Context: an optimization exercise on an open-source flow, tuned for small area, a short achievable clock period and few clock cycles per item. The choices shown serve that exercise and are no tape-out recipe. Function was checked by simulation only, so behaviour that the tests miss may differ from the original. Power is estimated from default activity; no workload was simulated.

==> flow/design.v, too long to show whole: its modules and the start of the top module <==
// module mult32x32_arith: 1861 lines
// module mult32x32_fa: 7 lines
// module mult32x32_ha: 7 lines
// module mult32x32_fsm: 8 lines
// module mult32x32: 20 lines
module mult32x32 (
    input logic clk,             
    input logic reset,           
    input logic start,           
    input logic [31:0] a,        
    input logic [31:0] b,        
    output logic busy,           
    output logic [63:0] product  
);
  // ...
==> flow/run.sh <==
#!/bin/bash
# synth_recipe.tcl (not shown) runs the flow's synth.tcl, then flattens the netlist and writes it again
# the make line also repeats each setting of config.mk as NAME=value (left out here)
make -C /OpenROAD-flow-scripts/flow DESIGN_CONFIG=/design/flow/config.mk WORK_HOME=/design/flow/orfs CLKGATE_MAP_FILE= SYNTH_SCRIPT=/design/flow/synth_recipe.tcl finish
==> flow/config.mk <==
export PLATFORM = sky130hd
export DESIGN_NAME = mult32x32
export DESIGN_NICKNAME = mult32x32
export VERILOG_FILES = /design/flow/design.v
export SDC_FILE = /design/flow/constraint.sdc
export NUM_CORES = 4
export LEC_CHECK = 0
export CAP_MARGIN = 20
export CORE_MARGIN = 2
export CORE_UTILIZATION = 40
export SETUP_SLACK_MARGIN = 5
export SLEW_MARGIN = 20
export SYNTH_HIERARCHICAL = 1
export SYNTH_MINIMUM_KEEP_SIZE = 0
==> flow/constraint.sdc <==
create_clock -name core_clock -period 12.0 [get_ports {clk}]
set_input_delay 2.4000 -clock core_clock [delete_from_list [all_inputs] [get_ports {clk}]]
set_output_delay 2.4000 -clock core_clock [all_outputs]
set_load 0.01 [all_outputs]
==> impl_metrics.csv, run 1 <==
group,metric,value,unit
status,status,"timing/DRC/antenna clean",
placement,portbufs,130,
setup_path,critical_path.max_fanout,35,
finish,number_of_flip_flops_and_latches,128,
finish,regs_by_ff_count,"arith.sum_q (64), arith.carry_q (63), arith.valid (1)",
finish,largest-register,"arith.sum_q",
setup_path,timing_endpoint_of_the_critical_path,"arith.sum_q[44]$_DFFE_PP_",
sta,max_slew.worst_pin.slew,1.02,ns
synth,ys_seq_elements,128,
sta,finalWorstPathRequiredPeriod,6.93,ns
setup_path,ff2ff_setup_slack,10.64,ns
sta,relative_slew_slack,0.319,
finish,final_cell_count_no_fill,3702,
power_and_ir_drop,power_leader,"combinational logic",
sta,fin_hold_ws,1.29,ns
power_and_ir_drop,power.share.clock,0.053,
power_and_ir_drop,p_comb_frac,0.822,
synth,synth-async-reset-ratio,0.00781,
route,dr.max_layer_used,"met5",
global_routing,globalRoute.totalOverflow,0,
route,finalWirelength,103000,um
finish,multi_input_comb_area,23000,um2
cts,clk-insertion-delay-late,0.44,ns
power_and_ir_drop,power_total,10.5,mW
sta,fmax,0.144,GHz
cts,clk_pin_slew_worst_paths,0.06,ns
power_and_ir_drop,sequentialPower,1.31,mW
Testbench counts, summed over its fixed seeds: cycles 3,200, items 3,200.
==> run 2: changes to the inputs <==
--- a/flow/config.mk
+++ b/flow/config.mk
@@ -5,6 +5,7 @@
 export SDC_FILE = /design/flow/constraint.sdc
 export NUM_CORES = 4
 export LEC_CHECK = 0
+export ABC_AREA = 1
 export CAP_MARGIN = 20
 export CORE_MARGIN = 2
 export CORE_UTILIZATION = 40
==> run 2 against run 1 <==
  * Die area increased by 7.9%
  * Area after synthesis increased by 8.0%
  * Worst setup slack improved by 0.029 ns
  * Power increased by 4.0%
  * Design area increased by 5.3%
  * Clock skew unchanged
  * Cell count increased by 21%
  * Critical path depth decreased by 1
  * Clock power decreased by 9.7%
  * Synthesized cell count increased by 25%
  * Critical endpoint is now arith.carry_q[36]$_DFFE_PP_
==> impl_metrics.csv, run 2 <==
group,metric,value,unit
status,status,"timing/DRC/antenna clean",
route,drt-pass1-iter-count,8,
cts,cts-hold-fix-buffers,0,
finish,largest_register_ff_count,64,
die,die-area,77600,um2
global_routing,grt_util_all_layers,0.284,
synth,post-synth-top-area-cell,"sky130_fd_sc_hd__fa_1",
setup_path,critical_path.startpoint_type,"input pin",
route,drc_violations,0,
cts,clk-insertion-delay-late,0.46,ns
die,initial_core_util,0.404,
global_routing,globalRoute.totalOverflow,0,
die,dieWidth,279,um
power_and_ir_drop,cellPowerDensity,333,nW/um2
synth,netlist_area,30200,um2
global_routing,grt_pass1_wl,163000,um
route,num_vias,25500,
global_routing,antenna_violations_before_repair,4,
sta,grt_setup_unrepaired,"true",
route,ant_nets,0,
cts,ctsHtreeMaxLevel,4,
finish,drive_gt1_frac,0.0725,
sta,timing.final.max_slew_violations,0,
setup_path,data_arrival_time_at_the_worst_slack_endpoint,7.10,ns
sta,finalHoldViolations,0,
synth,syn-mean-instance-area,8.68,um2
finish,synthesis_to_layout_area_growth,8.87,%
sta,count_of_endpoints_failing_setup_in_the_final_report,0,
die,io-pin-count,132,
synth,synth_largest_type_area_fraction,0.311,
finish,largest-register,"arith.sum_q",
placement,detailed_placement_wirelength_estimate,83800,um
placement,postPlaceCellArea,32100,um2
die,coreArea,74600,um2
sta,relative_slew_slack,0.331,
setup_path,worst_setup_end_kind,"flop",
sta,finClkSkew,0,ns
cts,root_buffer,"sky130_fd_sc_hd__clkbuf_16",
cts,cts_max_path_buffers,2,
placement,weighted_congestion_at_the_end_of_routability_driven_global_placement,0.944,
cts,tritoncts.num_buffers,17,
synth,ys_seq_area_frac,0.127,
min_path,min-delay-path-class,"flop to flop",
sta,finalWorstPathRequiredPeriod,6.90,ns
sta,fmax,0.145,GHz
route,routed_wire_length_per_instance,24.4,um
die,std_cell_rows,100,
route,finalWirelength,109000,um
power_and_ir_drop,p_leak,13.9,nW
finish,finalInstanceArea,32800,um2
power_and_ir_drop,irDropWorstVdd,0.207,mV
finish,nNetsFinal,4157,
setup_path,timing_worst_setup_path_type,"input pin to flop",
finish,regs_by_ff_count,"arith.sum_q (64), arith.carry_q (63), arith.valid (1)",
synth,ys_seq_elements,128,
setup_path,critical_path_required,12.21,ns
die,floorplan.die.height,279,um
synth,post_synth_most_frequent_cells,"591 x sky130_fd_sc_hd__nand2_1, 516 x sky130_fd_sc_hd__o22ai_1, 483 x sky130_fd_sc_hd__xnor2_1",
route,drtIter0Drc,2733,
route,drt-vias-per-instance,5.69,
sta,timing.setup.tns,0,ns
placement,portbufs,130,
sta,final_min_period_over_clock_period,0.575,
cts,cts.sinks,128,
finish,layout.cells.most_common,"sky130_fd_sc_hd__nand2_1",
global_routing,pin_count_of_the_biggest_net_entering_global_routing,74,
synth,yosysWarnings,7,
synth,synth.net_count,4141,
cts,tritoncts_clock_tree,"built",
cts,clk_pin_slew_worst_paths,0.07,ns
synth,synth-async-reset-ratio,0.00781,
synth,synth_top_cells_by_area,"sky130_fd_sc_hd__fa_1 31%, sky130_fd_sc_hd__xnor2_1 14%, sky130_fd_sc_hd__edfxtp_1 13%",
sta,max_slew.worst_pin.slew,1.00,ns
finish,layout.filler_cells,7365,
synth,synth_edf_count,127,
flow_run,max_cap_violations,0,
synth,ys_types,40,
finish,mostFrequentLayoutCells,"591 x sky130_fd_sc_hd__nand2_1, 516 x sky130_fd_sc_hd__o22ai_1, 483 x sky130_fd_sc_hd__xnor2_1",
synth,cell_with_the_most_instances_after_synthesis,"sky130_fd_sc_hd__nand2_1",
global_routing,number_of_global_route_vias_before_repair,25800,
finish,layout.area.seq,3840,um2
setup_path,critical_path.max_fanout,25,
synth,netlist_instances,3475,
synth,synthFlopType,"sky130_fd_sc_hd__edfxtp_1",
finish,multi_input_comb_area,23600,um2
==> run 2: cell types whose count changed after synthesis, moves of 36 or more <==
cell                       previous run  this run
sky130_fd_sc_hd__nor2_1              96       134
sky130_fd_sc_hd__o21ai_0             69        27
sky130_fd_sc_hd__nand2_2              1        48
sky130_fd_sc_hd__nand3_1             27        63
sky130_fd_sc_hd__nand2_1            120       591
sky130_fd_sc_hd__clkbuf_1           155        53
sky130_fd_sc_hd__buf_2                9        78
sky130_fd_sc_hd__inv_1               53       419
sky130_fd_sc_hd__buf_4                2        40
==> run 2: final timing paths <==
check | slack (ns) | to | start | depth (start not counted)
setup / recovery | 5.10 | arith.carry_q[36]$_DFFE_PP_ | b[15] | 11
hold reg to reg | 0.65 | arith.valid$_DFFE_PP0P_ | arith.valid$_DFFE_PP0P_ | 1
setup reg to reg | 11.11 | arith.valid$_DFFE_PP0P_ | arith.valid$_DFFE_PP0P_ | 1
hold / removal | 0.65 | arith.valid$_DFFE_PP0P_ | arith.valid$_DFFE_PP0P_ | 1
min in group asynchronous | 2.07 | arith.valid$_DFFE_PP0P_ | reset | 2
max in group asynchronous | 9.84 | arith.valid$_DFFE_PP0P_ | reset | 2
==> run 2: metrics by stage <==
step                setup WS (ns)  utilization  hold slack [ns]  cells  total power, mW
global route                 4.99        0.440            0.691   4473             12.0
floorplan                    5.53            -            0.640   3475             6.88
CTS                          5.04        0.439            0.646   4467             10.8
detailed placement           4.20        0.431            0.630   4433             10.3
global placement             4.22        0.431            0.642   4433             10.2
finish                       5.10        0.440            0.654   4475             10.9
==> run 2: timing repair <==
item | in CTS | in global routing
endpoints found under the setup margin | 31 | 32
resized for setup | 6 | 14
pin swaps | 0 | 1
setup buffers | 2 | 6
==> run 2: area by class of cell <==
class,count,area share
Tap cell,969,0.0369
Sequential cell,128,0.117
Inverter,432,0.0495
Antenna cell,2,0.000152
Clock inverter,14,0.00408
Timing Repair Buffer,214,0.0596
Clock buffer,18,0.0131
Multi-Input combinational cell,2698,0.720
==> run 2: modules after synthesis (local to each module, per instance), a selection <==
module	cells	copies in the design
mult32x32_arith	2962	1
mult32x32_fsm	3	1
mult32x32_fa	1	469
mult32x32_ha	1	41
==> run 2: critical path, cell delays in order <==
cell and delay, ns:
sky130_fd_sc_hd__clkdlybuf4s50_1 0.49, sky130_fd_sc_hd__ha_1 0.44, sky130_fd_sc_hd__inv_1 0.30, sky130_fd_sc_hd__buf_6 0.33, sky130_fd_sc_hd__o22ai_1 0.16, sky130_fd_sc_hd__fa_1 0.52
sky130_fd_sc_hd__fa_1 0.57, sky130_fd_sc_hd__fa_1 0.46, sky130_fd_sc_hd__fa_1 0.45, sky130_fd_sc_hd__fa_1 0.55, sky130_fd_sc_hd__fa_1 0.43
==> run 2: report_power, final <==
part	leakage (nW)	switching, mW	internal (mW)
combinational	12.4	5.35	3.76
clock	0.260	0.218	0.286
sequential	1.25	0.133	1.20
total	13.9	5.70	5.24
==> run 2: logic make-up (layout without fill, tap and decap cells) <==
group                      after synthesis  count (layout)  synth area share
DFF                                    128             128             0.127
adders and majority gates              599             599             0.365
buffers and inverters                  649             678            0.0894
other                                    1               3          0.000124
AOI/OAI and AO/OA                      640             640             0.128
and+or+nand+nor                        933             933             0.137
xor gates and xnor gates               525             525             0.152
==> run 2: routing by layer <==
layer,wire length [um],vias to the layer above,part of all wire,global-route usage
met5,35,-,0.00032,0
li1,-,11500,-,-
met4,4980,4,0.046,0.115
met1,44200,12200,0.41,0.377
met3,13600,242,0.12,0.0939
met2,46300,1517,0.42,0.426
==> run 3: changes to the inputs <==
--- a/flow/config.mk
+++ b/flow/config.mk
@@ -5,11 +5,9 @@
 export SDC_FILE = /design/flow/constraint.sdc
 export NUM_CORES = 4
 export LEC_CHECK = 0
-export ABC_AREA = 1
 export CAP_MARGIN = 20
 export CORE_MARGIN = 2
 export CORE_UTILIZATION = 40
-export SETUP_SLACK_MARGIN = 5
 export SLEW_MARGIN = 20
 export SYNTH_HIERARCHICAL = 1
 export SYNTH_MINIMUM_KEEP_SIZE = 0
==> run 3 against run 2 <==
  * Area after synthesis is 7.4% lower
  * Maximum frequency is 7.6% lower
  * Combinational power is 5.5% lower
  * Clock power is 11% higher
  * Cell count is 18% lower
  * Global-route usage hardly changed
  * Die area is 7.3% lower
  * Worst setup slack worse by 0.57 ns
  * Hold slack better by 0.65 ns
  * Highest routed layer unchanged
  * Clock skew stayed put
==> impl_metrics.csv, run 3 <==
group,metric,value,unit
setup_path,r2r-start,"arith.valid$_DFFE_PP0P_",
route,finalWirelength,101000,um
flow_run,max_cap_violations,0,
placement,portbufs,130,
power_and_ir_drop,p_leak,11.2,nW
route,drc_violations,0,
cts,ctsHtreeMaxLevel,4,
global_routing,pin_count_of_the_biggest_net_entering_global_routing,72,
synth,cell_with_the_most_instances_after_synthesis,"sky130_fd_sc_hd__xnor2_1",
synth,netlist_area,27900,um2
setup_path,worst_r2r_path_depth,1,
power_and_ir_drop,cellPowerDensity,342,nW/um2
finish,drive_gt1_frac,0.0670,
setup_path,worst_setup_end_kind,"flop",
synth,post_synth_most_frequent_cells,"503 x sky130_fd_sc_hd__xnor2_1, 481 x sky130_fd_sc_hd__o22ai_1, 469 x sky130_fd_sc_hd__fa_1",
setup_path,critical_path_required,12.20,ns
sta,fmax,0.134,GHz
cts,clk_pin_slew_worst_paths,0.07,ns
status,status,"timing/DRC/antenna clean",
cts,tritoncts.num_buffers,17,
finish,final_cell_count_no_fill,3691,
global_routing,antenna_violations_before_repair,3,
synth,ys_types,75,
setup_path,ff2ff_setup_slack,10.63,ns
global_routing,grt_util_all_layers,0.283,
synth,ys_seq_area_frac,0.137,
cts,cts.repair_timing.setup_buffer_count,0,
global_routing,grt_pass1_wl,152000,um
die,initial_core_util,0.406,
finish,regs_by_ff_count,"arith.sum_q (64), arith.carry_q (63), arith.valid (1)",
synth,ys_seq_elements,128,
die,std_cell_rows,96,
setup_path,critical_path.max_fanout,34,
synth,syn-mean-instance-area,10.1,um2
route,num_vias,23300,
cts,tritoncts_clock_tree,"built",
route,routed_wire_length_per_instance,27.4,um
sta,grt_setup_unrepaired,"false",
min_path,min-delay-path-class,"flop to flop",
sta,finalHoldViolations,0,
finish,layout.cells.most_common,"sky130_fd_sc_hd__xnor2_1",
cts,clk-insertion-delay-late,0.44,ns
synth,synth-async-reset-ratio,0.00781,
min_path,whs_path_depth,1,
route,drt-vias-per-instance,6.31,
finish,diodes,0,
setup_path,data_arrival_time_at_the_worst_slack_endpoint,7.66,ns
cts,root_buffer,"sky130_fd_sc_hd__clkbuf_16",
finish,synthesis_to_layout_area_growth,9.63,%
synth,synth_edf_count,127,
sta,relative_slew_slack,0.265,
cts,cts.sinks,128,
sta,timing.final.max_slew_violations,0,
cts,cts_max_path_buffers,2,
setup_path,critical_path.startpoint_type,"input pin",
global_routing,globalRoute.totalOverflow,0,
die,coreArea,68800,um2
finish,nNetsFinal,3413,
die,floorplan.die.height,268,um
setup_path,timing_worst_setup_path_type,"input pin to flop",
sta,timing.setup.tns,0,ns
synth,synthFlopType,"sky130_fd_sc_hd__edfxtp_1",
finish,mostFrequentLayoutCells,"503 x sky130_fd_sc_hd__xnor2_1, 481 x sky130_fd_sc_hd__o22ai_1, 469 x sky130_fd_sc_hd__fa_1",
sta,finalWorstPathRequiredPeriod,7.47,ns
synth,post-synth-top-area-cell,"sky130_fd_sc_hd__fa_1",
sta,finClkSkew,0,ns
die,dieWidth,268,um
cts,cts-hold-fix-buffers,0,
sta,count_of_endpoints_failing_setup_in_the_final_report,0,
synth,netlist_instances,2772,
sta,max_slew.worst_pin.slew,1.10,ns
setup_path,crit-reg2reg-capture,"arith.valid$_DFFE_PP0P_",
finish,largest-register,"arith.sum_q",
die,die-area,71900,um2
die,io-pin-count,132,
route,drtIter0Drc,2678,
route,ant_nets,0,
synth,synth_largest_type_area_fraction,0.336,
min_path,worst_hold_path.endpoint,"arith.valid$_DFFE_PP0P_",
placement,placed_cells,3659,
synth,synth.net_count,3438,
cts,postCtsResizedCells,0,
sta,final_min_period_over_clock_period,0.622,
global_routing,number_of_global_route_vias_before_repair,24000,
placement,weighted_congestion_at_the_end_of_routability_driven_global_placement,1.02,
finish,largest_register_ff_count,64,
synth,yosysWarnings,7,
route,drt-pass1-iter-count,8,
power_and_ir_drop,irDropWorstVdd,0.189,mV
min_path,worstHoldStart,"arith.valid$_DFFE_PP0P_",
synth,synth_top_cells_by_area,"sky130_fd_sc_hd__fa_1 34%, sky130_fd_sc_hd__xnor2_1 16%, sky130_fd_sc_hd__edfxtp_1 14%",
placement,detailed_placement_wirelength_estimate,74900,um
## run 3: changes by cell type after synthesis, sizes merged, moves of 35 or more
cell    before  now
o22ai      516  481
clkbuf      55  156
o21ai       28   82
nand3       79   28
inv        428   68
buf        162   90
nor2       179   96
nand2      640  122
## run 3: per-module statistics from Yosys, one instance, submodules excluded, a selection
| module | flip-flops and latches | copies in the design |
|---|---|---|
| mult32x32_arith | 128 | 1 |
| mult32x32_ha | 0 | 41 |
| mult32x32_fa | 0 | 469 |
| mult32x32_fsm | 0 | 1 |
## run 3: metrics by stage
stage	cell area [um2]	utilization	total power, mW	hold WS [ns]	worst slack [ns]
final	30600	0.445	10.5	1.30	4.53
after global routing	30600	0.445	11.4	1.35	4.34
after CTS	30600	0.445	10.3	1.31	4.55
after detailed placement	30000	0.436	9.77	1.29	4.08
after global placement	30000	0.436	9.54	1.30	4.09
after floorplan	27900	-	6.42	0.800	5.18
## run 3: logic make-up after synthesis
group                      Yosys count  share of synthesized area
AOI/OAI and AO/OA                  792                      0.182
xor gates and xnor gates           529                      0.166
buffers and inverters              315                     0.0431
adders and majority gates          599                      0.394
muxes                               29                     0.0104
other                                1                   0.000134
DFF                                128                      0.137
and+or+nand+nor                    379                     0.0666
## run 3: per-layer routing
layer / GRT usage / share of wire / up-vias
met5: 0.00270 / 0.00041 / -
met4: 0.113 / 0.045 / 6
met3: 0.0818 / 0.12 / 278
met2: 0.437 / 0.44 / 1559
met1: 0.376 / 0.39 / 11600
li1: - / - / 9854
## run 3: report_power, final
| part | internal (mW) | total [mW] | switching, mW |
|---|---|---|---|
| Combinational | 3.75 | 8.60 | 4.85 |
| Clock | 0.334 | 0.561 | 0.228 |
| Sequential | 1.17 | 1.31 | 0.136 |
## run 3: final cells by class
type	instances	area [um2]
fillers	6383	38200
multi-input cells	2329	22900
flip-flops and latches	128	3840
repair buffers	202	1790
well taps	931	1160
clock buffers	17	425
inverters	69	259
clock inverters	15	196
## run 3: how the worst max path moves through the flow
| stage | start | to | slack [ns] | depth (start not counted) |
|---|---|---|---|---|
| global route | b[19] | arith.carry_q[37]$_DFFE_PP_ | 4.34 | 12 |
| CTS | b[19] | arith.carry_q[37]$_DFFE_PP_ | 4.55 | 12 |
| detailed placement | b[19] | arith.carry_q[37]$_DFFE_PP_ | 4.08 | 12 |
| finish | b[15] | arith.carry_q[36]$_DFFE_PP_ | 4.53 | 12 |
| global placement | b[19] | arith.carry_q[37]$_DFFE_PP_ | 4.09 | 12 |
| floorplan | b[5] | arith.carry_q[33]$_DFFE_PP_ | 5.18 | 12 |
## run 3: worst max-delay path: stages
cell	delay (ns)
sky130_fd_sc_hd__clkdlybuf4s50_1	0.53
sky130_fd_sc_hd__ha_1	0.25
sky130_fd_sc_hd__nand2b_1	0.32
sky130_fd_sc_hd__inv_2	0.83
sky130_fd_sc_hd__xnor2_1	0.20
sky130_fd_sc_hd__o22ai_1	0.24
sky130_fd_sc_hd__fa_1	0.47
sky130_fd_sc_hd__fa_1	0.56
sky130_fd_sc_hd__fa_1	0.45
sky130_fd_sc_hd__fa_1	0.43
sky130_fd_sc_hd__fa_1	0.54
sky130_fd_sc_hd__fa_1	0.42
==> run 4: changes to the inputs <==
==> flow/flow/run.sh (new file) <==
#!/bin/bash
# Standard ORFS layout, with a plain buffer on each port and a tighter
# setup target for repair_timing.
set -euo pipefail
export BUFFER_PORTS_ARGS="-buffer_cell sky130_fd_sc_hd__buf_2"
export SETUP_SLACK_MARGIN=5
bash standard.sh > standard.log 2>&1
==> flow/standard.sh (new file) <==
#!/bin/bash
# synth_recipe.tcl (not shown) runs the flow's synth.tcl, then flattens the netlist and writes it again
# the make line also repeats each setting of config.mk as NAME=value (left out here)
make -C /OpenROAD-flow-scripts/flow DESIGN_CONFIG=/design/flow/config.mk WORK_HOME=/design/flow/orfs CLKGATE_MAP_FILE= SYNTH_SCRIPT=/design/flow/synth_recipe.tcl "${@:-finish}"
removed: flow/run.sh
==> run 4 against run 3 <==
  * Clock skew is the same
  * Hold slack lost 0.48 ns
  * Highest routed layer is now met4
  * Combinational power shrank 5.3%
  * Area after synthesis is the same
  * Via count shrank 0.36%
  * Largest cell class unchanged
  * Power shrank 4.9%
  * Non-clock buffer count shrank 15
  * First-iteration DRC count grew 7.4%
  * Wire length is essentially flat
==> impl_metrics.csv, run 4 <==
group,metric,value,unit
status,status,"timing/DRC/antenna clean",
global_routing,pin_count_of_the_biggest_net_entering_global_routing,74,
cts,cts.sinks,128,
die,initial_core_util,0.406,
synth,cell_with_the_most_instances_after_synthesis,"sky130_fd_sc_hd__xnor2_1",
finish,largest_register_ff_count,64,
setup_path,crit_path_max_incr_delay,0.59,ns
synth,synthFlopType,"sky130_fd_sc_hd__edfxtp_1",
synth,netlist_area,27900,um2
finish,layout.core_utilization,0.435,
sta,final_min_period_over_clock_period,0.575,
synth,synth-async-reset-ratio,0.00781,
route,num_vias,23200,
synth,ys_types,75,
min_path,worstHoldStart,"arith.valid$_DFFE_PP0P_",
sta,relative_slew_slack,0.339,
setup_path,critical_path_required,12.18,ns
setup_path,buf_inv_on_cp,3,
finish,synthesis_to_layout_area_growth,7.15,%
finish,nNetsFinal,3398,
power_and_ir_drop,irDropWorstVdd,0.224,mV
synth,netlist_instances,2772,
sta,timing.setup.tns,0,ns
route,drc_violations,0,
setup_path,path_cells,"buf_2 > ha_1 > nand2b_1 > inv_2 > clkbuf_8 > xnor2_1 > o22ai_1 > fa_1 > fa_1 > fa_1 > fa_1 > fa_1 > fa_1",
setup_path,critical_path.startpoint_type,"input pin",
finish,largest-register,"arith.sum_q",
synth,post-synth-top-area-cell,"sky130_fd_sc_hd__fa_1",
setup_path,critical_path.top_delay_family,"adder cells",
route,ant_nets,0,
cts,ctsHtreeMaxLevel,4,
synth,synth.net_count,3438,
setup_path,cpMostUsedCell,"sky130_fd_sc_hd__fa_1",
setup_path,cpMaxStageDelayCell,"sky130_fd_sc_hd__fa_1",
global_routing,number_of_global_route_vias_before_repair,23200,
die,io-pin-count,132,
finish,mostFrequentLayoutCells,"503 x sky130_fd_sc_hd__xnor2_1, 481 x sky130_fd_sc_hd__o22ai_1, 469 x sky130_fd_sc_hd__fa_1",
cts,cts_max_path_buffers,2,
synth,synth_edf_count,127,
setup_path,worst_setup_end_kind,"flop",
setup_path,r2r-start,"arith.valid$_DFFE_PP0P_",
cts,cts.repair_timing.setup_buffer_count,0,
cts,clk-insertion-delay-late,0.44,ns
global_routing,grt_util_all_layers,0.281,
power_and_ir_drop,cellPowerDensity,333,nW/um2
sta,max_slew.worst_pin.slew,0.991,ns
sta,count_of_endpoints_failing_setup_in_the_final_report,0,
cts,tritoncts.num_buffers,17,
sta,finClkSkew,0,ns
die,dieWidth,268,um
finish,drive_gt1_frac,0.105,
route,routed_wire_length_per_instance,27.5,um
min_path,min-delay-path-class,"flop to flop",
global_routing,grt_pass1_wl,149000,um
setup_path,timing_worst_setup_path_type,"input pin to flop",
setup_path,crit_path_start,"b[3]",
finish,layout.cells.most_common,"sky130_fd_sc_hd__xnor2_1",
route,drtIter0Drc,2876,
die,coreArea,68800,um2
synth,ys_seq_elements,128,
setup_path,critical_path.max_fanout,34,
finish,regs_by_ff_count,"arith.sum_q (64), arith.carry_q (63), arith.valid (1)",
route,drt-pass1-iter-count,9,
die,die-area,71900,um2
setup_path,data_arrival_time_at_the_worst_slack_endpoint,7.08,ns
global_routing,globalRoute.totalOverflow,0,
synth,post_synth_most_frequent_cells,"503 x sky130_fd_sc_hd__xnor2_1, 481 x sky130_fd_sc_hd__o22ai_1, 469 x sky130_fd_sc_hd__fa_1",
sta,timing.final.max_slew_violations,0,
synth,yosysWarnings,7,
synth,syn-mean-instance-area,10.1,um2
cts,tritoncts_clock_tree,"built",
sta,finalWorstPathRequiredPeriod,6.89,ns
synth,synth_top_cells_by_area,"sky130_fd_sc_hd__fa_1 34%, sky130_fd_sc_hd__xnor2_1 16%, sky130_fd_sc_hd__edfxtp_1 14%",
cts,root_buffer,"sky130_fd_sc_hd__clkbuf_16",
route,drt-vias-per-instance,6.31,
synth,ys_seq_area_frac,0.137,
die,floorplan.die.height,268,um
global_routing,antenna_violations_before_repair,3,
die,std_cell_rows,96,
placement,portbufs,130,
finish,layout.filler_cells,6461,
sta,grt_setup_unrepaired,"false",
power_and_ir_drop,p_leak,11.1,nW
sta,fmax,0.145,GHz
flow_run,max_cap_violations,0,
synth,synth_largest_type_area_fraction,0.336,
cts,clk_pin_slew_worst_paths,0.06,ns
placement,weighted_congestion_at_the_end_of_routability_driven_global_placement,1.01,
route,finalWirelength,101000,um
sta,finalHoldViolations,0,
placement,detailed_placement_wirelength_estimate,76900,um
-- run 4: where the power goes --
group	total (mW)	internal, mW	switching, mW	leakage [nW]
logic	8.14	3.34	4.80	9.58
registers	1.31	1.17	0.131	1.25
clock network	0.513	0.308	0.205	0.276
total	9.96	4.82	5.14	11.1
-- run 4: cells by family (layout without fill, tap and decap cells) --
group | count (synthesis) | count (layout) | synth area share
compound gates | 792 | 792 | 0.182
xor+xnor | 529 | 529 | 0.166
fa+ha+maj | 599 | 599 | 0.394
buf+inv | 315 | 288 | 0.0431
flops | 128 | 128 | 0.137
mux | 29 | 29 | 0.0104
other cells | 1 | 2 | 0.000134
simple gates | 379 | 379 | 0.0666
-- run 4: per-module statistics from Yosys (local to each module, per instance), excerpt --
| module | cell area (um2) | flip-flops and latches | copies in the design | cells |
|---|---|---|---|---|
| mult32x32_fa | 20.0 | 0 | 469 | 1 |
| mult32x32_ha | 12.5 | 0 | 41 | 1 |
| mult32x32_fsm | 18.8 | 0 | 1 | 3 |
| mult32x32_arith | 18000 | 128 | 1 | 2259 |
-- run 4: tightest hold or removal path, cell delays in order (launching register included) --
cell and delay (ns):
sky130_fd_sc_hd__dfrtp_1 0.32, sky130_fd_sc_hd__buf_4 0.30, sky130_fd_sc_hd__or2_2 0.17
-- run 4: repair_timing --
| item | CTS | global route |
|---|---|---|
| gates resized for setup | 3 | 15 |
| endpoints found under the setup margin | 21 | 27 |
| gates cloned | 0 | 0 |
| hold buffers | 0 | 0 |
-- run 4: final cells by class --
type / instances / area [um2] / area share
Tap cell: 931 / 1160 / 0.0389
Timing Repair Buffer: 187 / 1120 / 0.0373
Sequential cell: 128 / 3840 / 0.128
Antenna cell: 1 / 2.50 / 0.0000836
Clock inverter: 10 / 100 / 0.00335
Clock buffer: 22 / 484 / 0.0162
Multi-Input combinational cell: 2329 / 22900 / 0.767
Inverter: 69 / 273 / 0.00912
-- run 4: path summary, 6_finish.rpt --
path | cells after the start | endpoint | slack (ns)
max | 13 | arith.carry_q[36]$_DFFE_PP_ | 5.11
max reg2reg | 2 | arith.valid$_DFFE_PP0P_ | 10.98
max in group asynchronous | 2 | arith.valid$_DFFE_PP0P_ | 10.14
min in group asynchronous | 2 | arith.valid$_DFFE_PP0P_ | 1.78
min reg2reg | 2 | arith.valid$_DFFE_PP0P_ | 0.82
min | 2 | arith.valid$_DFFE_PP0P_ | 0.82
-- run 4: per-layer routing --
metal / up-vias / part of all wire / GRT usage
met1: 11600 / 0.41 / 0.389
li1: 9814 / - / -
met3: 255 / 0.11 / 0.0668
met4: 0 / 0.042 / 0.0998
met2: 1519 / 0.43 / 0.429
met5: - / 0 / 0
-- run 4: through the flow --
stage / power, mW / instance area, um2 / worst slack, ns / std cells / hold slack (ns)
finish: 9.96 / 29900 / 5.11 / 3677 / 0.819
global route: 10.9 / 29900 / 5.01 / 3676 / 0.874
CTS: 9.89 / 29900 / 5.02 / 3676 / 0.834
detailed placement: 9.36 / 29300 / 4.29 / 3644 / 0.821
global placement: 9.16 / 29300 / 4.38 / 3644 / 0.816
floorplan: 6.42 / 27900 / 5.18 / 2772 / 0.800
==> run 5: changes to the inputs <==
==> flow/flow/run.sh (replaced) <==
#!/bin/bash
# Standard ORFS layout, with a plain buffer on each port and a tighter
# setup target for repair_timing.
set -euo pipefail
export BUFFER_PORTS_ARGS="-buffer_cell sky130_fd_sc_hd__buf_2"
export SETUP_SLACK_MARGIN=6.5
bash standard.sh > standard.log 2>&1
==> run 5 against run 4 <==
  * Clock power is 6.2% higher
  * Clock skew stayed put
  * Wire length is 15% higher
  * Non-clock buffer count is 209 higher
  * First-iteration DRC count is 2.8% higher
  * Core utilization is 11 points higher
  * Critical path depth is 4 lower
  * Die area stayed put
  * Sequential cell count stayed put
  * Critical endpoint is now arith.carry_q[35]$_DFFE_PP_
==> impl_metrics.csv, run 5 <==
group,metric,value,unit
cts,clk-insertion-delay-late,0.44,ns
global_routing,pin_count_of_the_biggest_net_entering_global_routing,73,
die,floorplan.die.height,268,um
die,initial_core_util,0.406,
global_routing,grt_util_all_layers,0.320,
setup_path,critical_path.top_delay_family,"adder cells",
setup_path,data_arrival_time_at_the_worst_slack_endpoint,6.32,ns
sta,grt_setup_unrepaired,"true",
cts,ctsHtreeMaxLevel,4,
setup_path,r2r-start,"arith.valid$_DFFE_PP0P_",
synth,synth_largest_type_area_fraction,0.336,
global_routing,globalRoute.totalOverflow,0,
setup_path,cpMostUsedCell,"sky130_fd_sc_hd__fa_2",
route,drt-pass1-iter-count,5,
route,drtIter0Drc,2956,
sta,timing.final.max_slew_violations,0,
global_routing,number_of_global_route_vias_before_repair,26100,
finish,nNetsFinal,3634,
power_and_ir_drop,p_comb_frac,0.837,
sta,max_slew.worst_pin.slew,0.938,ns
power_and_ir_drop,int_power,5.89,mW
synth,synth_edf_count,127,
power_and_ir_drop,p_leak,14.0,nW
setup_path,buf_inv_on_cp,1,
synth,post-synth-top-area-cell,"sky130_fd_sc_hd__fa_1",
cts,tritoncts_clock_tree,"built",
finish,synthesis_to_layout_area_growth,35.5,%
finish,regs_by_ff_count,"arith.sum_q (64), arith.carry_q (63), arith.valid (1)",
finish,diodes,0,
sta,final_min_period_over_clock_period,0.512,
power_and_ir_drop,irDropWorstVdd,0.282,mV
route,num_vias,25300,
finish,largest-register,"arith.sum_q",
synth,post_synth_and_or_nand_nor_area_fraction,0.0666,
synth,synth_top_family_by_area,"adder cells",
cts,root_buffer,"sky130_fd_sc_hd__clkbuf_16",
sta,timing.setup.tns,0,ns
finish,finalInstanceArea,37800,um2
cts,cts-hold-fix-buffers,0,
global_routing,grt_pass1_wl,170000,um
cts,clk_pin_slew_worst_paths,0.06,ns
setup_path,crit-reg2reg-capture,"arith.valid$_DFFE_PP0P_",
cts,cts_max_path_buffers,2,
setup_path,crit_path_start,"a[28]",
route,drt-vias-per-instance,6.47,
sta,finalWorstPathRequiredPeriod,6.15,ns
power_and_ir_drop,power.share.clock,0.047,
setup_path,worst_setup_end_kind,"flop",
sta,relative_slew_slack,0.374,
synth,synth.net_count,3438,
sta,finalHoldViolations,0,
route,finalWirelength,116000,um
setup_path,critical_path.startpoint_type,"input pin",
sta,count_of_endpoints_failing_setup_in_the_final_report,0,
finish,layout.filler_cells,5652,
power_and_ir_drop,power_total,11.7,mW
synth,synth.mux.area_fraction,0.0104,
sta,fmax,0.163,GHz
synth,netlist_instances,2772,
setup_path,ff2ff_setup_slack,10.98,ns
synth,synth-async-reset-ratio,0.00781,
synth,post_synth_xor_area_fraction,0.166,
synth,synthFlopType,"sky130_fd_sc_hd__edfxtp_1",
placement,detailed_placement_wirelength_estimate,76200,um
setup_path,worst_r2r_path_depth,2,
synth,ys_types,75,
route,ant_nets,0,
setup_path,cpMaxStageDelayCell,"sky130_fd_sc_hd__fa_2",
placement,portbufs,130,
placement,weighted_congestion_at_the_end_of_routability_driven_global_placement,0.955,
synth,ys_seq_elements,128,
synth,area_share_of_fa_ha_maj_cells_after_synthesis,0.394,
route,drc_violations,0,
power_and_ir_drop,cellPowerDensity,309,nW/um2
finish,drive_gt1_frac,0.385,
min_path,worstHoldStart,"arith.valid$_DFFE_PP0P_",
status,status,"timing/DRC/antenna clean",
finish,largest_register_ff_count,64,
synth,post_synth_most_frequent_cells,"503 x sky130_fd_sc_hd__xnor2_1, 481 x sky130_fd_sc_hd__o22ai_1, 469 x sky130_fd_sc_hd__fa_1",
synth,cell_with_the_most_instances_after_synthesis,"sky130_fd_sc_hd__xnor2_1",
synth,ys_seq_area_frac,0.137,
setup_path,path_cells,"buf_4 > xnor2_1 > o22ai_1 > fa_1 > fa_1 > fa_2 > fa_2 > fa_2 > fa_2",
synth,yosysWarnings,7,
setup_path,critical_path_required,12.18,ns
min_path,min-delay-path-class,"flop to flop",
route,routed_wire_length_per_instance,29.7,um
finish,mostFrequentLayoutCells,"372 x sky130_fd_sc_hd__o22ai_1, 349 x sky130_fd_sc_hd__xnor2_1, 278 x sky130_fd_sc_hd__fa_1",
power_and_ir_drop,pwr-share-seq,0.116,
placement,postPlaceCellArea,30400,um2
sta,finClkSkew,0,ns
synth,complex_gate_fraction_of_the_synthesized_area,0.182,
setup_path,timing_worst_setup_path_type,"input pin to flop",
synth,netlist_area,27900,um2
global_routing,antenna_violations_before_repair,2,
power_and_ir_drop,power.switching_fraction,0.496,
die,die-area,71900,um2
die,io-pin-count,132,
die,coreArea,68800,um2
finish,layout.cells.most_common,"sky130_fd_sc_hd__o22ai_1",
synth,syn-mean-instance-area,10.1,um2
power_and_ir_drop,power.net_switching,5.80,mW
cts,tritoncts.num_buffers,17,
die,dieWidth,268,um
setup_path,crit_path_max_incr_delay,0.56,ns
synth,synth_top_cells_by_area,"sky130_fd_sc_hd__fa_1 34%, sky130_fd_sc_hd__xnor2_1 16%, sky130_fd_sc_hd__edfxtp_1 14%",
setup_path,timing_endpoint_of_the_critical_path,"arith.carry_q[35]$_DFFE_PP_",
cts,cts.sinks,128,
flow_run,max_cap_violations,0,
setup_path,critical_path_cell_count,9,
setup_path,critical_path.max_fanout,19,
die,std_cell_rows,96,
## run 5: logic make-up (layout without fill, tap and decap cells)
group                    count (synthesis)  count (layout)
AO/OA/AOI/OAI                          792             792
adder cells (fa/ha/maj)                599             599
XOR/XNOR                               529             529
AND/OR/NAND/NOR                        379             379
buffers and inverters                  315             524
flip-flops                             128             128
multiplexers                            29              29
other                                    1               1
## run 5: modules after synthesis, one instance, submodules excluded, a selection
module / flops+latches / copies in the design / cell area [um2]
mult32x32_fsm: 0 / 1 / 18.8
mult32x32_ha: 0 / 41 / 12.5
mult32x32_arith: 128 / 1 / 18000
mult32x32_fa: 0 / 469 / 20.0
## run 5: how the worst min path moves through the flow
stage,endpoint,slack (ns),cells past startpoint
after floorplan,arith.valid$_DFFE_PP0P_,0.80,2
after global placement,arith.valid$_DFFE_PP0P_,0.81,2
after detailed placement,arith.valid$_DFFE_PP0P_,0.83,2
after CTS,arith.valid$_DFFE_PP0P_,0.84,2
after global routing,arith.valid$_DFFE_PP0P_,0.88,2
final,arith.valid$_DFFE_PP0P_,0.82,2
## run 5: area by class of cell
cell class              count  area, um2  area share
multi-input cells        2329      27300       0.723
repair buffers            396       3950       0.104
repair inverters           27        415      0.0110
well taps                 931       1160      0.0308
inverters                  69        510      0.0135
clock inverters            14        181     0.00480
clock buffers              18        429      0.0113
flip-flops and latches    128       3840       0.101
## run 5: metal layers
| layer | share of wire | wire (um) | global-route usage |
|---|---|---|---|
| met5 | 0.000086 | 10 | 0 |
| met2 | 0.45 | 51800 | 0.498 |
| met3 | 0.11 | 13000 | 0.0747 |
| met4 | 0.056 | 6550 | 0.142 |
| met1 | 0.39 | 44900 | 0.427 |
## run 5: power by group through the flow
stage	sequential [mW]	clock (mW)	combinational, mW
5_1_grt	1.37	0.567	10.6
2_1_floorplan	1.22	0	5.39
3_3_place_gp	1.31	0	8.02
6_report	1.36	0.545	9.78
3_5_place_dp	1.31	0	8.23
4_1_cts	1.34	0.551	9.27
## run 5: through the flow
step	instances	setup WS, ns	util	hold slack [ns]
after floorplan	2772	5.84	-	0.800
after global placement	3626	4.63	0.442	0.812
after detailed placement	3626	4.44	0.442	0.827
after CTS	3841	5.90	0.526	0.844
after global routing	3912	5.82	0.550	0.878
final	3912	5.85	0.550	0.825
## run 5: tightest hold or removal path, delay by kind of cell (launching register included)
family,cells,cell delay [ns]
buf+inv,1,0.30
flops,1,0.32
simple gates,1,0.17
## run 5: timing repair
action / in CTS / in global routing
pin swaps: 227 / 110
endpoints found under the setup margin: 124 / 118
resized for setup: 671 / 208
cloned: 35 / 2
buffers inserted: 148 / 69
==> run 6: changes to the inputs <==
==> flow/flow/run.sh (replaced) <==
#!/bin/bash
# Standard ORFS layout, with a plain buffer on each port and a tighter
# setup target for repair_timing.
set -euo pipefail
export BUFFER_PORTS_ARGS="-buffer_cell sky130_fd_sc_hd__buf_2"
export SETUP_SLACK_MARGIN=5
bash standard.sh > standard.log 2>&1
--- a/flow/config.mk
+++ b/flow/config.mk
@@ -7,7 +7,7 @@
 export LEC_CHECK = 0
 export CAP_MARGIN = 20
 export CORE_MARGIN = 2
-export CORE_UTILIZATION = 40
+export CORE_UTILIZATION = 60
 export SLEW_MARGIN = 20
 export SYNTH_HIERARCHICAL = 1
 export SYNTH_MINIMUM_KEEP_SIZE = 0
==> run 6 against run 5 <==
  * Design area decreased by 22%
  * Critical path depth increased by 5
  * Via count decreased by 8.3%
  * Die area decreased by 33%
==> impl_metrics.csv, run 6 <==
group,metric,value,unit
route,drtIter0Drc,3102,
synth,synth-async-reset-ratio,0.00781,
die,std_cell_rows,79,
synth,synth_top_cells_by_area,"sky130_fd_sc_hd__fa_1 34%, sky130_fd_sc_hd__xnor2_1 16%, sky130_fd_sc_hd__edfxtp_1 14%",
finish,largest-register,"arith.sum_q",
synth,cell_with_the_most_instances_after_synthesis,"sky130_fd_sc_hd__xnor2_1",
cts,cts.sinks,128,
placement,placed_cells,3307,
cts,cts_max_path_buffers,2,
synth,netlist_instances,2772,
finish,finalInstanceArea,29500,um2
global_routing,grt_util_all_layers,0.407,
global_routing,antenna_violations_before_repair,5,
synth,yosysWarnings,7,
sta,final_min_period_over_clock_period,0.583,
setup_path,timing_worst_setup_path_type,"input pin to flop",
synth,ys_seq_area_frac,0.137,
placement,postPlaceCellArea,28800,um2
global_routing,grt_pass1_wl,144000,um
die,io-pin-count,132,
cts,tritoncts.num_buffers,17,
route,drc_violations,0,
finish,layout.filler_cells,3860,
status,status,"timing/DRC/antenna clean",
finish,mostFrequentLayoutCells,"503 x sky130_fd_sc_hd__xnor2_1, 481 x sky130_fd_sc_hd__o22ai_1, 469 x sky130_fd_sc_hd__fa_1",
placement,weighted_congestion_at_the_end_of_routability_driven_global_placement,1.08,
cts,ctsHtreeMaxLevel,4,
sta,fmax,0.143,GHz
power_and_ir_drop,p_leak,11.1,nW
route,drt-pass1-iter-count,5,
synth,syn-mean-instance-area,10.1,um2
synth,ys_types,75,
sta,finalHoldViolations,0,
finish,layout.core_utilization,0.637,
setup_path,data_arrival_time_at_the_worst_slack_endpoint,7.16,ns
power_and_ir_drop,irDropWorstVdd,0.349,mV
global_routing,number_of_global_route_vias_before_repair,22900,
global_routing,grt_use_met2,0.576,
route,drt-vias-per-instance,6.95,
sta,max_slew.worst_pin.slew,0.943,ns
finish,regs_by_ff_count,"arith.sum_q (64), arith.carry_q (63), arith.valid (1)",
min_path,min-delay-path-class,"flop to flop",
setup_path,critical_path_required,12.16,ns
sta,timing.setup.tns,0,ns
global_routing,grt_most_used_layer,"met1",
setup_path,critical_path.max_fanout,48,
setup_path,worst_setup_end_kind,"flop",
synth,ys_seq_elements,128,
placement,detailed_placement_wirelength_estimate,72700,um
cts,root_buffer,"sky130_fd_sc_hd__clkbuf_16",
cts,clk-insertion-delay-late,0.43,ns
route,num_vias,23200,
die,coreArea,46300,um2
sta,grt_setup_unrepaired,"false",
synth,post_synth_most_frequent_cells,"503 x sky130_fd_sc_hd__xnor2_1, 481 x sky130_fd_sc_hd__o22ai_1, 469 x sky130_fd_sc_hd__fa_1",
cts,clk_pin_slew_worst_paths,0.06,ns
global_routing,pin_count_of_the_biggest_net_entering_global_routing,78,
power_and_ir_drop,cellPowerDensity,352,nW/um2
global_routing,use_met1,0.577,
synth,synth_largest_type_area_fraction,0.336,
finish,layout.area.seq,3840,um2
finish,diodes,0,
sta,finalWorstPathRequiredPeriod,7.00,ns
die,dieWidth,220,um
sta,finClkSkew,0,ns
synth,synth_edf_count,127,
sta,relative_slew_slack,0.372,
sta,fin_hold_ws,1.08,ns
synth,synthFlopType,"sky130_fd_sc_hd__edfxtp_1",
finish,largest_register_ff_count,64,
finish,drive_gt1_frac,0.102,
die,floorplan.die.height,220,um
die,initial_core_util,0.604,
route,routed_wire_length_per_instance,28.8,um
finish,synthesis_to_layout_area_growth,5.59,%
placement,preCtsSetupSlack,4.21,ns
finish,layout.cells.most_common,"sky130_fd_sc_hd__xnor2_1",
global_routing,globalRoute.totalOverflow,0,
finish,multi_input_comb_area,22900,um2
die,die-area,48300,um2
sta,timing.final.max_slew_violations,0,
finish,final_cell_count_no_fill,3342,
finish,nNetsFinal,3388,
setup_path,critical_path.startpoint_type,"input pin",
synth,post-synth-top-area-cell,"sky130_fd_sc_hd__fa_1",
route,ant_nets,0,
power_and_ir_drop,power_total,10.4,mW
sta,finalWorstSetupSlack,5.00,ns
global_routing,gr-usage-met3,0.141,
placement,portbufs,130,
cts,cts-hold-fix-buffers,0,
cts,tritoncts_clock_tree,"built",
route,finalWirelength,96200,um
synth,netlist_area,27900,um2
flow_run,max_cap_violations,0,
sta,count_of_endpoints_failing_setup_in_the_final_report,0,
synth,synth.net_count,3438,
[run 6: cell counts after synthesis]
No cell type changed its count.
[run 6: where the power goes]
part,internal (mW),total (mW),switching [mW]
clock,0.329,0.532,0.203
combinational,3.44,8.57,5.12
sequential,1.17,1.28,0.108
total,4.95,10.4,5.43
[run 6: kinds of logic after synthesis]
logic type,share of synthesized area
AOI/OAI and AO/OA,0.182
adders and majority gates,0.394
xor gates and xnor gates,0.166
and+or+nand+nor,0.0666
buffers and inverters,0.0431
DFF,0.137
muxes,0.0104
other,0.000134
[run 6: worst paths after layout]
kind                                         start                           to  slack (ns)  cells after the start
min in group asynchronous                    reset      arith.valid$_DFFE_PP0P_        1.79                      2
max in group asynchronous                    reset      arith.valid$_DFFE_PP0P_       10.12                      2
setup / recovery                              b[1]  arith.carry_q[34]$_DFFE_PP_        5.00                     14
hold reg to reg            arith.valid$_DFFE_PP0P_      arith.valid$_DFFE_PP0P_        1.08                      1
hold / removal             arith.valid$_DFFE_PP0P_      arith.valid$_DFFE_PP0P_        1.08                      1
setup reg to reg           arith.valid$_DFFE_PP0P_      arith.valid$_DFFE_PP0P_       10.81                      1
[run 6: Yosys stat by module, one instance, submodules excluded, a selection]
module	copies in the design	area (um2)
mult32x32_ha	41	12.5
mult32x32_fsm	1	18.8
mult32x32_fa	469	20.0
mult32x32_arith	1	18000
[run 6: repair_timing]
item                       CTS  global route
cloned                       0             0
setup endpoints to repair   35            38
gates resized for setup     10            20
buffers inserted             0             3
[run 6: critical path, stage by stage]
cell and delay [ns]:
sky130_fd_sc_hd__buf_2 0.12, sky130_fd_sc_hd__buf_12 0.18, sky130_fd_sc_hd__ha_1 0.22, sky130_fd_sc_hd__nand2b_1 0.28, sky130_fd_sc_hd__inv_2 0.25, sky130_fd_sc_hd__buf_12 0.26, sky130_fd_sc_hd__xnor2_1 0.12, sky130_fd_sc_hd__o22ai_1 0.34
sky130_fd_sc_hd__fa_1 0.51, sky130_fd_sc_hd__fa_1 0.58, sky130_fd_sc_hd__fa_1 0.45, sky130_fd_sc_hd__fa_1 0.43, sky130_fd_sc_hd__fa_1 0.55, sky130_fd_sc_hd__fa_1 0.43
[run 6: cell type report]
class | instances | area share
clock buffer | 18 | 0.0146
clock inverter | 14 | 0.00607
inverter | 69 | 0.0100
multi-input combinational | 2329 | 0.778
sequential | 128 | 0.130
tap | 607 | 0.0258
timing repair buffer | 177 | 0.0353
[run 6: metal layers]
| metal | up-vias | wire [um] |
|---|---|---|
| li1 | 9826 | - |
| met1 | 11400 | 38400 |
| met2 | 1698 | 39900 |
| met3 | 245 | 13800 |
| met4 | 0 | 4140 |
| met5 | - | 0 |
==> run 7: changes to the inputs <==
==> flow/flow/run.sh (replaced) <==
#!/bin/bash
# Standard ORFS layout, with a plain buffer on each port and a tighter
# setup target for repair_timing.
set -euo pipefail
export BUFFER_PORTS_ARGS="-buffer_cell sky130_fd_sc_hd__buf_2"
export SETUP_SLACK_MARGIN=6.0
bash standard.sh > standard.log 2>&1
--- a/flow/config.mk
+++ b/flow/config.mk
@@ -7,7 +7,7 @@
 export LEC_CHECK = 0
 export CAP_MARGIN = 20
 export CORE_MARGIN = 2
-export CORE_UTILIZATION = 60
+export CORE_UTILIZATION = 40
 export SLEW_MARGIN = 20
 export SYNTH_HIERARCHICAL = 1
 export SYNTH_MINIMUM_KEEP_SIZE = 0
==> run 7 against run 6 <==
  * Still clean on timing, DRC and antenna
  * Sequential share of layout area down 1.7 points
  * Cell count increased by 13%
  * Non-clock buffer count rose by 98
  * Hold slack got worse by 0.25 ns
  * Clock-buffer cell count is 1 lower
  * Via count up 4.7%
  * Synthesized cell count unchanged
  * First-iteration DRC count fell by 8.4%
  * Highest routed layer is now met5
==> impl_metrics.csv, run 7 <==
group,metric,value,unit
sta,final_min_period_over_clock_period,0.509,
global_routing,antenna_violations_before_repair,3,
cts,cts.sinks,128,
power_and_ir_drop,power.net_switching,5.14,mW
power_and_ir_drop,power.switching_fraction,0.504,
cts,clk-insertion-delay-late,0.46,ns
global_routing,number_of_global_route_vias_before_repair,24600,
power_and_ir_drop,p_comb_frac,0.815,
finish,layout.filler_cells,6047,
setup_path,data_arrival_time_at_the_worst_slack_endpoint,6.31,ns
die,coreArea,68800,um2
sta,grt_setup_unrepaired,"true",
setup_path,critical_path.startpoint_type,"input pin",
finish,finalInstanceArea,34100,um2
synth,syn-mean-instance-area,10.1,um2
finish,largest_register_ff_count,64,
finish,layout.core_utilization,0.495,
route,num_vias,24300,
synth,post_synth_most_frequent_cells,"503 x sky130_fd_sc_hd__xnor2_1, 481 x sky130_fd_sc_hd__o22ai_1, 469 x sky130_fd_sc_hd__fa_1",
setup_path,critical_path.max_fanout,8,
sta,count_of_endpoints_failing_setup_in_the_final_report,0,
synth,netlist_instances,2772,
synth,netlist_area,27900,um2
finish,layout.cells.most_common,"sky130_fd_sc_hd__o22ai_1",
status,status,"timing/DRC/antenna clean",
die,floorplan.die.height,268,um
setup_path,crit_path_max_incr_delay,0.52,ns
route,ant_nets,0,
power_and_ir_drop,power.share.clock,0.053,
die,dieWidth,268,um
power_and_ir_drop,p_leak,12.7,nW
synth,ys_seq_elements,128,
setup_path,worst_r2r_path_depth,2,
global_routing,globalRoute.totalOverflow,0,
synth,yosysWarnings,7,
route,finalWirelength,109000,um
sta,finalWorstSetupSlack,5.90,ns
route,drtIter0Drc,2842,
die,io-pin-count,132,
die,initial_core_util,0.406,
synth,synth_top_cells_by_area,"sky130_fd_sc_hd__fa_1 34%, sky130_fd_sc_hd__xnor2_1 16%, sky130_fd_sc_hd__edfxtp_1 14%",
placement,weighted_congestion_at_the_end_of_routability_driven_global_placement,0.929,
cts,root_buffer,"sky130_fd_sc_hd__clkbuf_16",
power_and_ir_drop,int_power,5.05,mW
synth,synth_edf_count,127,
power_and_ir_drop,cellPowerDensity,299,nW/um2
min_path,whs_path_depth,2,
synth,synthFlopType,"sky130_fd_sc_hd__edfxtp_1",
synth,synth-async-reset-ratio,0.00781,
cts,cts_max_path_buffers,2,
global_routing,grt_util_all_layers,0.300,
sta,finClkSkew,0,ns
sta,timing.setup.tns,0,ns
setup_path,worst_setup_end_kind,"flop",
setup_path,path_cells,"buf_8 > ha_4 > nand2b_4 > inv_16 > buf_4 > buf_4 > xnor2_2 > o22ai_1 > fa_1 > fa_1 > fa_2 > fa_2 > fa_1 > fa_2",
cts,tritoncts.num_buffers,17,
finish,layout.area.seq,3840,um2
placement,preCtsSetupSlack,4.22,ns
finish,regs_by_ff_count,"arith.sum_q (64), arith.carry_q (63), arith.valid (1)",
placement,detailed_placement_wirelength_estimate,75600,um
sta,fmax,0.164,GHz
sta,relative_slew_slack,0.339,
route,drc_violations,0,
finish,synthesis_to_layout_area_growth,22.0,%
synth,post-synth-top-area-cell,"sky130_fd_sc_hd__fa_1",
finish,nNetsFinal,3502,
placement,postPlaceCellArea,30100,um2
min_path,min-delay-path-class,"flop to flop",
setup_path,timing_worst_setup_path_type,"input pin to flop",
power_and_ir_drop,irDropWorstVdd,0.180,mV
synth,synth_largest_type_area_fraction,0.336,
cts,clk_pin_slew_worst_paths,0.06,ns
cts,ctsHtreeMaxLevel,4,
sta,max_slew.worst_pin.slew,0.991,ns
synth,ys_seq_area_frac,0.137,
setup_path,cpMaxStageDelayCell,"sky130_fd_sc_hd__fa_1",
cts,tritoncts_clock_tree,"built",
route,drt-vias-per-instance,6.43,
finish,mostFrequentLayoutCells,"410 x sky130_fd_sc_hd__o22ai_1, 392 x sky130_fd_sc_hd__xnor2_1, 385 x sky130_fd_sc_hd__fa_1",
synth,ys_types,75,
setup_path,critical_path_required,12.20,ns
global_routing,pin_count_of_the_biggest_net_entering_global_routing,71,
flow_run,max_cap_violations,0,
finish,largest-register,"arith.sum_q",
finish,drive_gt1_frac,0.252,
die,std_cell_rows,96,
global_routing,grt_pass1_wl,160000,um
sta,timing.final.max_slew_violations,0,
route,drt-pass1-iter-count,6,
synth,synth.net_count,3438,
route,routed_wire_length_per_instance,28.9,um
synth,cell_with_the_most_instances_after_synthesis,"sky130_fd_sc_hd__xnor2_1",
placement,portbufs,130,
sta,finalHoldViolations,0,
power_and_ir_drop,pwr-share-seq,0.132,
sta,finalWorstPathRequiredPeriod,6.10,ns
die,die-area,71900,um2
finish,multi_input_comb_area,25200,um2
-- run 7: final cells by class --
class,count,share of cell area
Timing Repair Buffer,275,0.0733
Clock buffer,17,0.0125
Antenna cell,2,0.000147
Timing Repair inverter,16,0.00599
Clock inverter,15,0.00514
Inverter,69,0.0152
Sequential cell,128,0.113
Multi-Input combinational cell,2329,0.741
Tap cell,931,0.0342
-- run 7: power by group through the flow --
| stage | Clock [mW] | Combinational [mW] | Sequential (mW) |
|---|---|---|---|
| floorplan | 0 | 5.33 | 1.22 |
| global placement | 0 | 7.61 | 1.33 |
| detailed placement | 0 | 7.83 | 1.33 |
| CTS | 0.547 | 8.00 | 1.32 |
| global route | 0.566 | 9.21 | 1.35 |
| finish | 0.545 | 8.30 | 1.34 |
-- run 7: metrics by stage --
step | power [mW] | hold WS (ns) | instances
after floorplan | 6.54 | 0.800 | 2772
after global placement | 8.94 | 0.818 | 3628
after detailed placement | 9.15 | 0.834 | 3628
after CTS | 9.87 | 0.849 | 3729
after global routing | 11.1 | 0.887 | 3780
final | 10.2 | 0.831 | 3782
-- run 7: path summary, 6_finish.rpt --
check,to,slack (ns),from
worst min-delay path,arith.valid$_DFFE_PP0P_,0.83,arith.valid$_DFFE_PP0P_
worst max register to register,arith.valid$_DFFE_PP0P_,10.97,arith.valid$_DFFE_PP0P_
worst max-delay path,arith.carry_q[36]$_DFFE_PP_,5.90,b[7]
worst min register to register,arith.valid$_DFFE_PP0P_,0.83,arith.valid$_DFFE_PP0P_
min in group asynchronous,arith.valid$_DFFE_PP0P_,1.76,reset
max in group asynchronous,arith.valid$_DFFE_PP0P_,10.15,reset
-- run 7: worst max-delay path, delay by kind of cell --
family | cells | cell delay, ns
buffers and inverters | 4 | 0.44
adders and majority gates | 7 | 2.89
and+or+nand+nor | 1 | 0.19
AOI/OAI and AO/OA | 1 | 0.24
xor gates and xnor gates | 1 | 0.14
-- run 7: timing repair --
| action | in CTS | in global routing |
|---|---|---|
| pin swaps | 33 | 66 |
| setup buffers | 51 | 49 |
| resized for setup | 177 | 246 |
| hold endpoints to repair | 0 | 0 |
| cloned | 18 | 2 |
| hold buffers | 0 | 0 |
| setup endpoints to repair | 83 | 71 |
-- run 7: cells by family after synthesis --
logic type | share of synthesized area
AOI/OAI and AO/OA | 0.182
xor gates and xnor gates | 0.166
adders and majority gates | 0.394
buffers and inverters | 0.0431
DFF | 0.137
muxes | 0.0104
other | 0.000134
and+or+nand+nor | 0.0666
-- run 7: per-module statistics from Yosys (local to each module, per instance), a selection --
| module | cells | times used | area, um2 | flip-flops and latches |
|---|---|---|---|---|
| mult32x32_arith | 2259 | 1 | 18000 | 128 |
| mult32x32_fa | 1 | 469 | 20.0 | 0 |
| mult32x32_fsm | 3 | 1 | 18.8 | 0 |
| mult32x32_ha | 1 | 41 | 12.5 | 0 |
-- run 7: layer usage --
layer  share of wire  routed length, um  track usage
met5         0.00012                 13            0
met4           0.048               5290        0.125
met3            0.13              13700       0.0891
met1            0.39              42900        0.403
met2            0.43              47500        0.452
==> run 8: changes to the inputs <==
==> flow/flow/run.sh (replaced) <==
#!/bin/bash
# Standard ORFS layout, with a plain buffer on each port and a tighter
# setup target for repair_timing.
set -euo pipefail
export BUFFER_PORTS_ARGS="-buffer_cell sky130_fd_sc_hd__buf_2"
export SETUP_SLACK_MARGIN=5.5
bash standard.sh > standard.log 2>&1
--- a/flow/config.mk
+++ b/flow/config.mk
@@ -8,6 +8,8 @@
 export CAP_MARGIN = 20
 export CORE_MARGIN = 2
 export CORE_UTILIZATION = 40
+export CTS_CLUSTER_DIAMETER = 100
+export CTS_CLUSTER_SIZE = 40
 export SLEW_MARGIN = 20
 export SYNTH_HIERARCHICAL = 1
 export SYNTH_MINIMUM_KEEP_SIZE = 0
==> run 8 against run 7 <==
  * Worst setup slack worse by 0.37 ns
  * Power is 1.1% lower
  * Die area stayed put
  * Largest power group unchanged
==> impl_metrics.csv, run 8 <==
group,metric,value,unit
status,status,"timing/DRC/antenna clean",
power_and_ir_drop,p_comb_frac,0.818,
finish,layout.cells.most_common,"sky130_fd_sc_hd__xnor2_1",
global_routing,number_of_global_route_vias_before_repair,23800,
sta,max_slew.worst_pin.slew,0.977,ns
cts,clk_pin_slew_worst_paths,0.07,ns
placement,weighted_congestion_at_the_end_of_routability_driven_global_placement,0.966,
global_routing,grt_pass1_wl,153000,um
sta,count_of_endpoints_failing_setup_in_the_final_report,0,
synth,syn-mean-instance-area,10.1,um2
synth,netlist_instances,2772,
setup_path,crit-reg2reg-capture,"arith.valid$_DFFE_PP0P_",
placement,portbufs,130,
finish,regs_by_ff_count,"arith.sum_q (64), arith.carry_q (63), arith.valid (1)",
min_path,min-delay-path-class,"flop to flop",
power_and_ir_drop,irDropWorstVdd,0.246,mV
finish,mostFrequentLayoutCells,"493 x sky130_fd_sc_hd__xnor2_1, 468 x sky130_fd_sc_hd__o22ai_1, 466 x sky130_fd_sc_hd__fa_1",
cts,root_buffer,"sky130_fd_sc_hd__clkbuf_16",
setup_path,worst_setup_end_kind,"flop",
sta,timing.setup.tns,0,ns
power_and_ir_drop,power.switching_fraction,0.518,
flow_run,max_cap_violations,0,
setup_path,critical_path.max_fanout,8,
synth,synth.net_count,3438,
setup_path,buf_inv_on_cp,3,
cts,cts-hold-fix-buffers,0,
setup_path,crit_path_start,"b[3]",
sta,relative_slew_slack,0.349,
cts,cts.sinks,128,
sta,finalWorstPathRequiredPeriod,6.47,ns
synth,ys_seq_elements,128,
sta,fmax,0.155,GHz
setup_path,cpMostUsedCell,"sky130_fd_sc_hd__fa_1",
setup_path,worst_r2r_path_depth,2,
synth,synth_edf_count,127,
sta,final_min_period_over_clock_period,0.539,
placement,placed_cells,3641,
global_routing,grt_util_all_layers,0.288,
die,die-area,71900,um2
setup_path,ff2ff_setup_slack,10.97,ns
synth,post_synth_most_frequent_cells,"503 x sky130_fd_sc_hd__xnor2_1, 481 x sky130_fd_sc_hd__o22ai_1, 469 x sky130_fd_sc_hd__fa_1",
finish,largest-register,"arith.sum_q",
finish,drive_gt1_frac,0.134,
synth,netlist_area,27900,um2
setup_path,cpMaxStageDelayCell,"sky130_fd_sc_hd__fa_1",
route,finalWirelength,105000,um
power_and_ir_drop,cellPowerDensity,326,nW/um2
route,drt-pass1-iter-count,6,
die,std_cell_rows,96,
die,dieWidth,268,um
die,io-pin-count,132,
cts,ctsHtreeMaxLevel,4,
die,initial_core_util,0.406,
setup_path,path_cells,"buf_2 > ha_1 > nand2b_4 > inv_4 > buf_12 > xnor2_1 > o22ai_2 > fa_1 > fa_1 > fa_1 > fa_1 > fa_1 > fa_1",
finish,final_cell_count_no_fill,3719,
power_and_ir_drop,power.share.clock,0.052,
finish,synthesis_to_layout_area_growth,10.7,%
sta,finClkSkew,0,ns
cts,clk-insertion-delay-late,0.44,ns
die,coreArea,68800,um2
setup_path,critical_path.top_delay_family,"adder cells",
finish,finalInstanceArea,30900,um2
global_routing,pin_count_of_the_biggest_net_entering_global_routing,75,
cts,tritoncts_clock_tree,"built",
power_and_ir_drop,pwr-share-seq,0.130,
synth,synth_top_cells_by_area,"sky130_fd_sc_hd__fa_1 34%, sky130_fd_sc_hd__xnor2_1 16%, sky130_fd_sc_hd__edfxtp_1 14%",
setup_path,critical_path_required,12.18,ns
sta,finalWorstSetupSlack,5.53,ns
min_path,worstHoldStart,"arith.valid$_DFFE_PP0P_",
min_path,worst_hold_path.endpoint,"arith.valid$_DFFE_PP0P_",
min_path,whs_path_depth,2,
synth,synthFlopType,"sky130_fd_sc_hd__edfxtp_1",
route,num_vias,23600,
finish,largest_register_ff_count,64,
setup_path,r2r-start,"arith.valid$_DFFE_PP0P_",
synth,ys_types,75,
route,ant_nets,0,
synth,ys_seq_area_frac,0.137,
route,drc_violations,0,
synth,synth_largest_type_area_fraction,0.336,
power_and_ir_drop,int_power,4.85,mW
power_and_ir_drop,power.net_switching,5.22,mW
route,drtIter0Drc,2533,
synth,post-synth-top-area-cell,"sky130_fd_sc_hd__fa_1",
global_routing,antenna_violations_before_repair,7,
route,routed_wire_length_per_instance,28.2,um
synth,yosysWarnings,7,
placement,postPlaceCellArea,29300,um2
route,drt-vias-per-instance,6.36,
cts,cts_max_path_buffers,2,
placement,preCtsSetupSlack,4.29,ns
power_and_ir_drop,p_leak,11.6,nW
sta,grt_setup_unrepaired,"true",
setup_path,crit_path_max_incr_delay,0.58,ns
cts,tritoncts.num_buffers,17,
finish,nNetsFinal,3438,
synth,synth-async-reset-ratio,0.00781,
sta,finalHoldViolations,0,
global_routing,globalRoute.totalOverflow,0,
synth,cell_with_the_most_instances_after_synthesis,"sky130_fd_sc_hd__xnor2_1",
die,floorplan.die.height,268,um
sta,fin_hold_ws,0.837,ns
setup_path,critical_path.startpoint_type,"input pin",
placement,detailed_placement_wirelength_estimate,76300,um
setup_path,timing_worst_setup_path_type,"input pin to flop",
sta,timing.final.max_slew_violations,0,
setup_path,data_arrival_time_at_the_worst_slack_endpoint,6.66,ns
run 8: layout make-up:
cell class / instances / area [um2]
repair buffers: 224 / 1750
repair inverters: 3 / 22.5
flip-flops and latches: 128 / 3840
well taps: 931 / 1160
fillers: 6450 / 37900
diodes: 3 / 7.51
multi-input cells: 2329 / 23200
clock inverters: 14 / 148
clock buffers: 18 / 439
inverters: 69 / 338
run 8: timing repair:
action / 4_1_cts / 5_1_grt
cloned: 7 / 5
setup buffers: 12 / 19
pin swaps: 0 / 8
endpoints found under the hold margin: 0 / 0
gates resized for setup: 64 / 61
setup endpoints to repair: 64 / 35
run 8: logic make-up after synthesis:
family	share of synthesized area
AND/OR/NAND/NOR	0.0666
XOR/XNOR	0.166
multiplexers	0.0104
AO/OA/AOI/OAI	0.182
buffers and inverters	0.0431
adder cells (fa/ha/maj)	0.394
flip-flops	0.137
other	0.000134
run 8: worst max path at each step:
stage                             endpoint  slack (ns)  cells past startpoint
2_1_floorplan  arith.carry_q[38]$_DFFE_PP_        5.47                     12
4_1_cts        arith.carry_q[36]$_DFFE_PP_        5.47                     13
3_5_place_dp   arith.carry_q[36]$_DFFE_PP_        4.29                     13
6_report       arith.carry_q[32]$_DFFE_PP_        5.53                     13
3_3_place_gp   arith.carry_q[35]$_DFFE_PP_        4.39                     13
5_1_grt        arith.carry_q[36]$_DFFE_PP_        5.44                     12
run 8: worst reg2reg max path, cell delays in order, from the launching register on:
cell and delay, ns:
sky130_fd_sc_hd__dfrtp_1 0.36, sky130_fd_sc_hd__buf_4 0.23, sky130_fd_sc_hd__or2_2 0.32
run 8: through the flow:
stage,power [mW],util
2_1_floorplan,6.42,-
3_3_place_gp,9.12,0.425
3_5_place_dp,9.35,0.425
4_1_cts,9.94,0.441
5_1_grt,11.0,0.449
6_report,10.1,0.449
run 8: layer usage:
metal,global-route usage,share of wire,up-vias
li1,-,-,9918
met1,0.388,0.40,11900
met2,0.436,0.43,1555
met3,0.0779,0.12,295
met4,0.126,0.052,10
met5,0,0.00080,-
run 8: modules after synthesis (local to each module, per instance), excerpt:
module / cell area [um2] / flip-flops and latches / copies in the design
mult32x32_arith: 18000 / 128 / 1
mult32x32_fsm: 18.8 / 0 / 1
mult32x32_fa: 20.0 / 0 / 469
mult32x32_ha: 12.5 / 0 / 41
run 8: power groups by stage:
| stage | sequential [mW] | combinational, mW | clock, mW |
|---|---|---|---|
| after CTS | 1.30 | 8.10 | 0.530 |
| after floorplan | 1.22 | 5.20 | 0 |
| after global routing | 1.32 | 9.09 | 0.542 |
| after global placement | 1.31 | 7.81 | 0 |
| after detailed placement | 1.31 | 8.04 | 0 |
| final | 1.31 | 8.24 | 0.522 |

[what the ideal ports hide]
How much do the figures lean on ideal ports? The routed layouts below were timed once more, with nothing changed but the port constraints. Step 1 sets driving cells, clkbuf_16 on the clock port and buf_2 on the other inputs (assumed; they add their load-dependent delay and slew). Step 2 also shifts input and output timing later by t, the mid clock arrival at the registers, as if the neighbouring blocks saw the same clock. Three values: ideal ports, drivers, drivers and shift; two values: the first two.
run	t, ns	slack for setup (ns)	clock arrival spread, ns
run 1	0.496	5.073 / 5.095 / 4.599	0.017 / 0.017
run 2	0.521	5.102 / 5.147 / 4.626	0.013 / 0.014
run 3	0.498	4.534 / 4.560 / 4.061	0.017 / 0.017
run 4	0.504	5.106 / 5.142 / 4.638	0.013 / 0.012
run 5	0.494	5.854 / 5.873 / 5.378	0.015 / 0.015
run 6	0.490	5.004 / 5.045 / 4.555	0.017 / 0.016
run 7	0.514	5.897 / 5.896 / 5.383	0.017 / 0.017
run 8	0.497	5.529 / 5.555 / 5.058	0.020 / 0.020
After both steps every run listed still meets setup and hold. For run 7, which loses most, drivers alone change the setup slack by -0.001 ns; drivers and shift together by -0.514 ns.
